Background: an optimization exercise with open tools, aiming at small area, a short achievable clock period and few clock cycles per item. Do not read the settings as production practice.
RTL that was checked went through simulation tests only; none was proved equivalent to the original.
Power is estimated from default activity; no workload was simulated.

// systolic_pe
module systolic_pe(
  clk, reset, cntrl,
  i_stb, o_stb, i_busy, o_busy,
  data_in, weight_in, acc_in,
  acc_out, data_out, weight_out
);
For scale: about 62 flip-flops, ~100 I/O pins, about 4300 um^2 of cells after synthesis.
clock: 5.0 ns
lec_check: 0
cap_margin: 20
core_margin: 2
core_utilization: 40
setup_slack_margin: 0
slew_margin: 20
standard.sh (not shown) runs the stock make flow with config.mk's settings and CLKGATE_MAP_FILE= SYNTH_SCRIPT=/design/flow/synth_recipe.tcl, a recipe that flattens the netlist after the stock synthesis.
==> flow/flow/run.sh <==
#!/bin/bash
# The standard layout, with two changes: Yosys's synth runs without its quick
# internal abc pass (so the full adders extract without inverters; the final
# abc mapping still runs), and the port buffers are plain buffer cells.
set -euo pipefail
export SYNTH_ARGS="-noabc"
export BUFFER_PORTS_ARGS="-buffer_cell sky130_fd_sc_hd__buf_2"
bash standard.sh finish > standard_flow.log 2>&1
==> next run, changes <==
--- a/flow/design.v
+++ b/flow/design.v
@@ -204,46 +204,27 @@
   wire fa47_c = (fa34_c & pp7_7) | (fa34_c & acc_in[14]) | (pp7_7 & acc_in[14]);
   wire [16:0] row0 = {1'b0, fa47_c, fa46_c, fa45_c, fa44_c, fa43_c, fa42_c, fa41_c, fa40_c, fa39_c, fa38_c, fa37_c, fa36_c, fa35_c, ha7_c, acc_in[1], pp0_0};
   wire [16:0] row1 = {1'b0, acc_in[15], fa47_s, fa46_s, fa45_s, fa44_s, fa43_s, fa42_s, fa41_s, fa40_s, fa39_s, fa38_s, fa37_s, fa36_s, fa35_s, ha7_s, acc_in[0]};
   reg [7:0]  data_r;
   reg [7:0]  weight_r;
   reg [15:0] acc_hi_r;
-  wire [4:0] sum_lo = row0[3:0] + row1[3:0];
-  reg  [3:0] sum_lo_r;
-  reg  [16:4] row0_r;
-  reg  [16:4] row1_r;
+  wire [8:0] sum_lo = row0[7:0] + row1[7:0];
+  reg  [7:0] sum_lo_r;
+  reg  [16:8] row0_r;
+  reg  [16:8] row1_r;
   reg  cin_r;
   always @(posedge clk) begin
     if (load) begin
       data_r   <= data_in;
       weight_r <= weight_in;
       acc_hi_r <= acc_in[31:16];
-      sum_lo_r <= sum_lo[3:0];
-      cin_r    <= sum_lo[4];
-      row0_r   <= row0[16:4];
-      row1_r   <= row1[16:4];
+      sum_lo_r <= sum_lo[7:0];
+      cin_r    <= sum_lo[8];
+      row0_r   <= row0[16:8];
+      row1_r   <= row1[16:8];
     end
   end
-  wire [13:0] mid = {row0_r[15:4], cin_r} + {row1_r[15:4], cin_r};
-  wire inc = mid[13] | row0_r[16] | row1_r[16];
-  wire [15:0] all1;
-  assign all1[0] = 1'b1;
-  assign all1[1] = &acc_hi_r[0:0];
-  assign all1[2] = &acc_hi_r[1:0];
-  assign all1[3] = &acc_hi_r[2:0];
-  assign all1[4] = &acc_hi_r[3:0];
-  assign all1[5] = &acc_hi_r[4:0];
-  assign all1[6] = &acc_hi_r[5:0];
-  assign all1[7] = &acc_hi_r[6:0];
-  assign all1[8] = &acc_hi_r[7:0];
-  assign all1[9] = &acc_hi_r[8:0];
-  assign all1[10] = &acc_hi_r[9:0];
-  assign all1[11] = &acc_hi_r[10:0];
-  assign all1[12] = &acc_hi_r[11:0];
-  assign all1[13] = &acc_hi_r[12:0];
-  assign all1[14] = &acc_hi_r[13:0];
-  assign all1[15] = &acc_hi_r[14:0];
-  wire [15:0] hi = acc_hi_r ^ (all1 & {16{inc}});
-  assign acc_out    = {hi, mid[12:1], sum_lo_r};
+  wire [31:8] hi = {acc_hi_r, row0_r[15:8]} + {15'd0, row1_r[16] | row0_r[16], row1_r[15:8]} + cin_r;
+  assign acc_out    = {hi, sum_lo_r};
   assign data_out   = data_r;
   assign weight_out = weight_r;
 endmodule
What happened: The changed run went through all stages and came out clean. Hold slack gains 0.0079 ns. Synthesized area came out lower by a few percent. Die area decreases by a few percent. Setup slack degrades by 0.27 ns. Cell area went down by a few percent. Utilization came out higher by 0.21 points. Final cell count falls by a few percent. Power shrinks by roughly a tenth. Register-to-register slack improves by 0.07 ns. Sequential cell count goes down by 4. Routed wire length came out lower by a few percent. Count of clock-buffer cells in the layout rises by 1. Synthesized cell count goes down by a few percent.
No functional check of the RTL was part of any run of this note.

* * *

systolic_pe, a different RTL version from the one above (not shown whole).
For scale: roughly 310 cells after synthesis, about 59 flip-flops, ~100 I/O pins, ~4200 um^2 of cells after synthesis.
clock: 5.0 ns
lec_check: 0
cap_margin: 20
core_margin: 2
core_utilization: 40
setup_slack_margin: 0
slew_margin: 20
Scripts as last shown in full above: flow/flow/run.sh
The baseline completed with no timing, DRC or antenna violations.
Testbench counts at the start, summed over its fixed seeds: cycles 2,056, items 2,048.
Rerun with:
--- a/flow/design.v
+++ b/flow/design.v
@@ -200,51 +200,51 @@
   wire fa45_c = (fa22_c & fa33_s) | (fa22_c & fa32_c) | (fa33_s & fa32_c);
   wire fa46_s = fa23_c ^ fa34_s ^ fa33_c;
   wire fa46_c = (fa23_c & fa34_s) | (fa23_c & fa33_c) | (fa34_s & fa33_c);
   wire fa47_s = acc_in[14] ^ pp7_7 ^ fa34_c;
   wire fa47_c = (acc_in[14] & pp7_7) | (acc_in[14] & fa34_c) | (pp7_7 & fa34_c);
   wire [16:0] row0 = {1'b0, fa47_c, fa46_c, fa45_c, fa44_c, fa43_c, fa42_c, fa41_c, fa40_c, fa39_c, fa38_c, fa37_c, fa36_c, fa35_c, ha7_c, pp1_0, acc_in[0]};
   wire [16:0] row1 = {1'b0, acc_in[15], fa47_s, fa46_s, fa45_s, fa44_s, fa43_s, fa42_s, fa41_s, fa40_s, fa39_s, fa38_s, fa37_s, fa36_s, fa35_s, ha7_s, pp0_0};
   wire top = row0[16] | row1[16];
   reg [7:0]  data_r;
   reg [7:0]  weight_r;
   reg [15:0] acc_hi_r;
-  wire [7:0] sum_lo = row0[6:0] + row1[6:0];
-  reg  [6:0] sum_lo_r;
-  reg  [16:7] row0_r;
-  reg  [15:7] row1_r;
+  wire [5:0] sum_lo = row0[4:0] + row1[4:0];
+  reg  [4:0] sum_lo_r;
+  reg  [16:5] row0_r;
+  reg  [15:5] row1_r;
   reg  cin_r;
   always @(posedge clk) begin
     if (load) begin
       data_r   <= data_in;
       weight_r <= weight_in;
       acc_hi_r <= acc_in[31:16];
-      sum_lo_r <= sum_lo[6:0];
-      cin_r    <= sum_lo[7];
-      row0_r   <= {top, row0[15:7]};
-      row1_r   <= row1[15:7];
+      sum_lo_r <= sum_lo[4:0];
+      cin_r    <= sum_lo[5];
+      row0_r   <= {top, row0[15:5]};
+      row1_r   <= row1[15:5];
     end
   end
-  wire [10:0] mid = {row0_r[15:7], cin_r} + {row1_r[15:7], cin_r};
-  wire inc = mid[10] | row0_r[16];
+  wire [12:0] mid = {row0_r[15:5], cin_r} + {row1_r[15:5], cin_r};
+  wire inc = mid[12] | row0_r[16];
   wire [15:0] all1;
   assign all1[0] = 1'b1;
   assign all1[1] = &acc_hi_r[0:0];
   assign all1[2] = &acc_hi_r[1:0];
   assign all1[3] = &acc_hi_r[2:0];
   assign all1[4] = &acc_hi_r[3:0];
   assign all1[5] = &acc_hi_r[4:0];
   assign all1[6] = &acc_hi_r[5:0];
   assign all1[7] = &acc_hi_r[6:0];
   assign all1[8] = &acc_hi_r[7:0];
   assign all1[9] = &acc_hi_r[8:0];
   assign all1[10] = &acc_hi_r[9:0];
   assign all1[11] = &acc_hi_r[10:0];
   assign all1[12] = &acc_hi_r[11:0];
   assign all1[13] = &acc_hi_r[12:0];
   assign all1[14] = &acc_hi_r[13:0];
   assign all1[15] = &acc_hi_r[14:0];
   wire [15:0] hi = acc_hi_r ^ (all1 & {16{inc}});
-  assign acc_out    = {hi, mid[9:1], sum_lo_r};
+  assign acc_out    = {hi, mid[11:1], sum_lo_r};
   assign data_out   = data_r;
   assign weight_out = weight_r;
 endmodule
=> The new run ran to the end with no violations. Fmax went down by 6.4%. Design area grows by about 2.5%. Worst setup slack gets worse by 0.26 ns. Sequential cell count is higher by 2. Synthesized cell count came out higher by 0.33%. Global-route usage grows by 0.58 points. Sequential share of layout area goes up by 0.32 points.
Function not checked in the second run of this note: the RTL went through the layout flow alone.

* * *

Another version of the RTL of systolic_pe (not shown whole).
For scale: roughly 300 cells after synthesis, roughly 57 flip-flops, roughly 100 I/O pins, about 4100 µm² of cells after synthesis.
clock: 5.0 ns
lec_check: 0
cap_margin: 20
core_margin: 2
core_utilization: 40
setup_slack_margin: 1.5
slew_margin: 20
==> flow/flow/run.sh <==
#!/bin/bash
# The standard layout, with two changes: Yosys's synth runs without its quick
# internal abc pass (so the full adders extract without inverters; the final
# abc mapping still runs), and the port buffers are plain buffer cells.
set -euo pipefail
export SYNTH_ARGS="-noabc"
export BUFFER_PORTS_ARGS="-buffer_cell sky130_fd_sc_hd__buf_1"
export CTS_ARGS="-sink_clustering_enable -repair_clock_nets -dont_use_dummy_load"
bash standard.sh finish > standard_flow.log 2>&1
==> next run, changes <==
--- a/flow/design.v
+++ b/flow/design.v
@@ -201,50 +201,50 @@
   wire fa46_s = fa23_c ^ fa34_s ^ fa33_c;
   wire fa46_c = (fa23_c & fa34_s) | (fa23_c & fa33_c) | (fa34_s & fa33_c);
   wire fa47_s = acc_in[14] ^ pp7_7 ^ fa34_c;
   wire fa47_c = (acc_in[14] & pp7_7) | (acc_in[14] & fa34_c) | (pp7_7 & fa34_c);
   wire [16:0] row0 = {1'b0, fa47_c, fa46_c, fa45_c, fa44_c, fa43_c, fa42_c, fa41_c, fa40_c, fa39_c, fa38_c, fa37_c, fa36_c, fa35_c, ha7_c, pp1_0, acc_in[0]};
   wire [16:0] row1 = {1'b0, acc_in[15], fa47_s, fa46_s, fa45_s, fa44_s, fa43_s, fa42_s, fa41_s, fa40_s, fa39_s, fa38_s, fa37_s, fa36_s, fa35_s, ha7_s, pp0_0};
   wire top = row0[16] | row1[16];
   reg [7:0]  data_r;
   reg [7:0]  weight_r;
   reg [15:0] acc_hi_r;
-  wire [9:0] sum_lo = row0[8:0] + row1[8:0];
-  reg  [8:0] sum_lo_r;
-  reg  [16:9] row0_r;
-  reg  [15:9] row1_r;
+  wire [8:0] sum_lo = row0[7:0] + row1[7:0];
+  reg  [7:0] sum_lo_r;
+  reg  [16:8] row0_r;
+  reg  [15:8] row1_r;
   reg  cin_r;
   always @(posedge clk) begin
     if (load) begin
       data_r   <= data_in;
       weight_r <= weight_in;
       acc_hi_r <= acc_in[31:16];
-      sum_lo_r <= sum_lo[8:0];
-      cin_r    <= sum_lo[9];
-      row0_r   <= {top, row0[15:9]};
-      row1_r   <= row1[15:9];
+      sum_lo_r <= sum_lo[7:0];
+      cin_r    <= sum_lo[8];
+      row0_r   <= {top, row0[15:8]};
+      row1_r   <= row1[15:8];
     end
   end
-  wire [8:0] mid = {row0_r[15:9], cin_r} + {row1_r[15:9], cin_r};
-  wire inc = mid[8] | row0_r[16];
+  wire [9:0] mid = {row0_r[15:8], cin_r} + {row1_r[15:8], cin_r};
+  wire inc = mid[9] | row0_r[16];
   wire [15:0] all1;
   assign all1[0] = 1'b1;
   assign all1[1] = &acc_hi_r[0:0];
   assign all1[2] = &acc_hi_r[1:0];
   assign all1[3] = &acc_hi_r[2:0];
   assign all1[4] = &acc_hi_r[3:0];
   assign all1[5] = &acc_hi_r[4:0];
   assign all1[6] = &acc_hi_r[5:0];
   assign all1[7] = &acc_hi_r[6:0];
   assign all1[8] = &acc_hi_r[7:0];
   assign all1[9] = &acc_hi_r[8:0];
   assign all1[10] = &acc_hi_r[9:0];
   assign all1[11] = &acc_hi_r[10:0];
   assign all1[12] = &acc_hi_r[11:0];
   assign all1[13] = &acc_hi_r[12:0];
   assign all1[14] = &acc_hi_r[13:0];
   assign all1[15] = &acc_hi_r[14:0];
   wire [15:0] hi = acc_hi_r ^ (all1 & {16{inc}});
-  assign acc_out    = {hi, mid[7:1], sum_lo_r};
+  assign acc_out    = {hi, mid[8:1], sum_lo_r};
   assign data_out   = data_r;
   assign weight_out = weight_r;
 endmodule
=>
- The changed run completed with no timing, DRC or antenna violations
- flip-flop and latch count grows by 1
- worst setup slack gains 380 ps
- via count shrinks by 4.3%
- clock skew is about the same
- worst hold slack loses 4.6 ps
- maximum frequency grows by about 11%
- design area shrinks by 5.4%
- die area shrinks by 0.53%
- power shrinks by about 6.4%
- global-route usage shrinks by 1.1 points
- final cell count shrinks by about 3%
- non-clock buffer count shrinks by 18
- routed wire length shrinks by 5.8%
- register-to-register slack barely changes
Function was not checked in any run of this note: the RTL went through the layout flow alone.

* * *

systolic_pe, a different RTL version from the one above (not shown whole).
Size: roughly 310 cells after synthesis, ~100 I/O pins, about 4300 µm² of cells after synthesis.
export LEC_CHECK = 0
export CAP_MARGIN = 20
export CORE_MARGIN = 2
export CORE_UTILIZATION = 40
export SETUP_SLACK_MARGIN = 0
export SLEW_MARGIN = 20
create_clock -name core_clock -period 5.0 [get_ports {clk}]
==> flow/flow/run.sh <==
#!/bin/bash
# The standard layout, with two changes: Yosys's synth runs without its quick
# internal abc pass (so the full adders extract without inverters; the final
# abc mapping still runs), and the port buffers are plain buffer cells.
set -euo pipefail
export SYNTH_ARGS="-noabc"
export BUFFER_PORTS_ARGS="-buffer_cell sky130_fd_sc_hd__buf_2"
bash standard.sh finish > standard_flow.log 2>&1
Rerun with:
--- a/flow/design.v
+++ b/flow/design.v
@@ -201,30 +201,49 @@
   wire fa46_s = fa33_c ^ acc_in[13] ^ fa34_s;
   wire fa46_c = (fa33_c & acc_in[13]) | (fa33_c & fa34_s) | (acc_in[13] & fa34_s);
   wire fa47_s = fa34_c ^ pp7_7 ^ acc_in[14];
   wire fa47_c = (fa34_c & pp7_7) | (fa34_c & acc_in[14]) | (pp7_7 & acc_in[14]);
   wire [16:0] row0 = {1'b0, fa47_c, fa46_c, fa45_c, fa44_c, fa43_c, fa42_c, fa41_c, fa40_c, fa39_c, fa38_c, fa37_c, fa36_c, fa35_c, ha7_c, acc_in[1], pp0_0};
   wire [16:0] row1 = {1'b0, acc_in[15], fa47_s, fa46_s, fa45_s, fa44_s, fa43_s, fa42_s, fa41_s, fa40_s, fa39_s, fa38_s, fa37_s, fa36_s, fa35_s, ha7_s, acc_in[0]};
   reg [7:0]  data_r;
   reg [7:0]  weight_r;
   reg [15:0] acc_hi_r;
-  wire [4:0] sum_lo = row0[3:0] + row1[3:0];
-  reg  [3:0] sum_lo_r;
-  reg  [16:4] row0_r;
-  reg  [16:4] row1_r;
+  wire [6:0] sum_lo = row0[5:0] + row1[5:0];
+  reg  [5:0] sum_lo_r;
+  reg  [16:6] row0_r;
+  reg  [16:6] row1_r;
   reg  cin_r;
   always @(posedge clk) begin
     if (load) begin
       data_r   <= data_in;
       weight_r <= weight_in;
       acc_hi_r <= acc_in[31:16];
-      sum_lo_r <= sum_lo[3:0];
-      cin_r    <= sum_lo[4];
-      row0_r   <= row0[16:4];
-      row1_r   <= row1[16:4];
+      sum_lo_r <= sum_lo[5:0];
+      cin_r    <= sum_lo[6];
+      row0_r   <= row0[16:6];
+      row1_r   <= row1[16:6];
     end
   end
-  wire [31:4] hi = {acc_hi_r, row0_r[15:4]} + {15'd0, row1_r[16] | row0_r[16], row1_r[15:4]} + cin_r;
-  assign acc_out    = {hi, sum_lo_r};
+  wire [11:0] mid = {row0_r[15:6], cin_r} + {row1_r[15:6], cin_r};
+  wire inc = mid[11] | row0_r[16] | row1_r[16];
+  wire [15:0] all1;
+  assign all1[0] = 1'b1;
+  assign all1[1] = &acc_hi_r[0:0];
+  assign all1[2] = &acc_hi_r[1:0];
+  assign all1[3] = &acc_hi_r[2:0];
+  assign all1[4] = &acc_hi_r[3:0];
+  assign all1[5] = &acc_hi_r[4:0];
+  assign all1[6] = &acc_hi_r[5:0];
+  assign all1[7] = &acc_hi_r[6:0];
+  assign all1[8] = &acc_hi_r[7:0];
+  assign all1[9] = &acc_hi_r[8:0];
+  assign all1[10] = &acc_hi_r[9:0];
+  assign all1[11] = &acc_hi_r[10:0];
+  assign all1[12] = &acc_hi_r[11:0];
+  assign all1[13] = &acc_hi_r[12:0];
+  assign all1[14] = &acc_hi_r[13:0];
+  assign all1[15] = &acc_hi_r[14:0];
+  wire [15:0] hi = acc_hi_r ^ (all1 & {16{inc}});
+  assign acc_out    = {hi, mid[10:1], sum_lo_r};
   assign data_out   = data_r;
   assign weight_out = weight_r;
 endmodule
What happened:
- The changed run completed without violations
- clock skew went up by 4.6 ps
- clock-buffer cell count increases by 1
- power hardly moves
- routed wire length came out lower by 4.3%
- worst setup slack gains 280 ps
- critical path depth falls by 2
- maximum frequency went up by 7.8%
- area after synthesis fell by about 2.6%
- worst hold slack gains 8.1 ps
Testbench counts after the change, summed over its fixed seeds: cycles 2,056, items 2,048.
Only the layout flow was run in the first run of this note; the RTL was not checked for function there.

[static timing again, ports no longer ideal]
The flow's constraints put no driver on any port. The routed layouts listed below were extracted and timed again, unchanged, in two steps.
Step 1: set_driving_cell puts a clkbuf_16 on clk and a buf_2 on each other input, an assumption about the parent block.
Step 2 moves the port delays by t, midway between the first and last clock arrival at a register: inputs arrive t later, outputs are due t later. That takes back most of the time a late clock gives input paths.
Three values: ideal ports, drivers, drivers and shift; two values: the first two.
| run | t (ns) | setup WS [ns] | pins driven straight from the clock port |
|---|---|---|---|
| the first run of note 1 | 0.384 | 1.351 / 1.318 / 1.451 | 1 |
| the second run of note 1 | 0.357 | 1.081 / 1.051 / 0.847 | 1 |
| the first run of note 2 | 0.364 | 1.226 / 1.196 / 1.171 | 1 |
| the second run of note 2 | 0.379 | 0.967 / 0.932 / 1.310 | 1 |
| the first run of note 3 | 0.356 | 1.152 / 1.133 / 0.778 | 1 |
| the second run of note 3 | 0.362 | 1.531 / 1.530 / 1.168 | 1 |
| the first run of note 4 | 0.370 | 1.122 / 1.090 / 1.446 | 1 |
| the second run of note 4 | 0.365 | 1.403 / 1.369 / 1.174 | 1 |
After both steps every run listed still meets setup and hold. The setup slack of the first run of note 3, which loses most, moves by -0.019 ns with the drivers and by -0.374 ns with both steps.
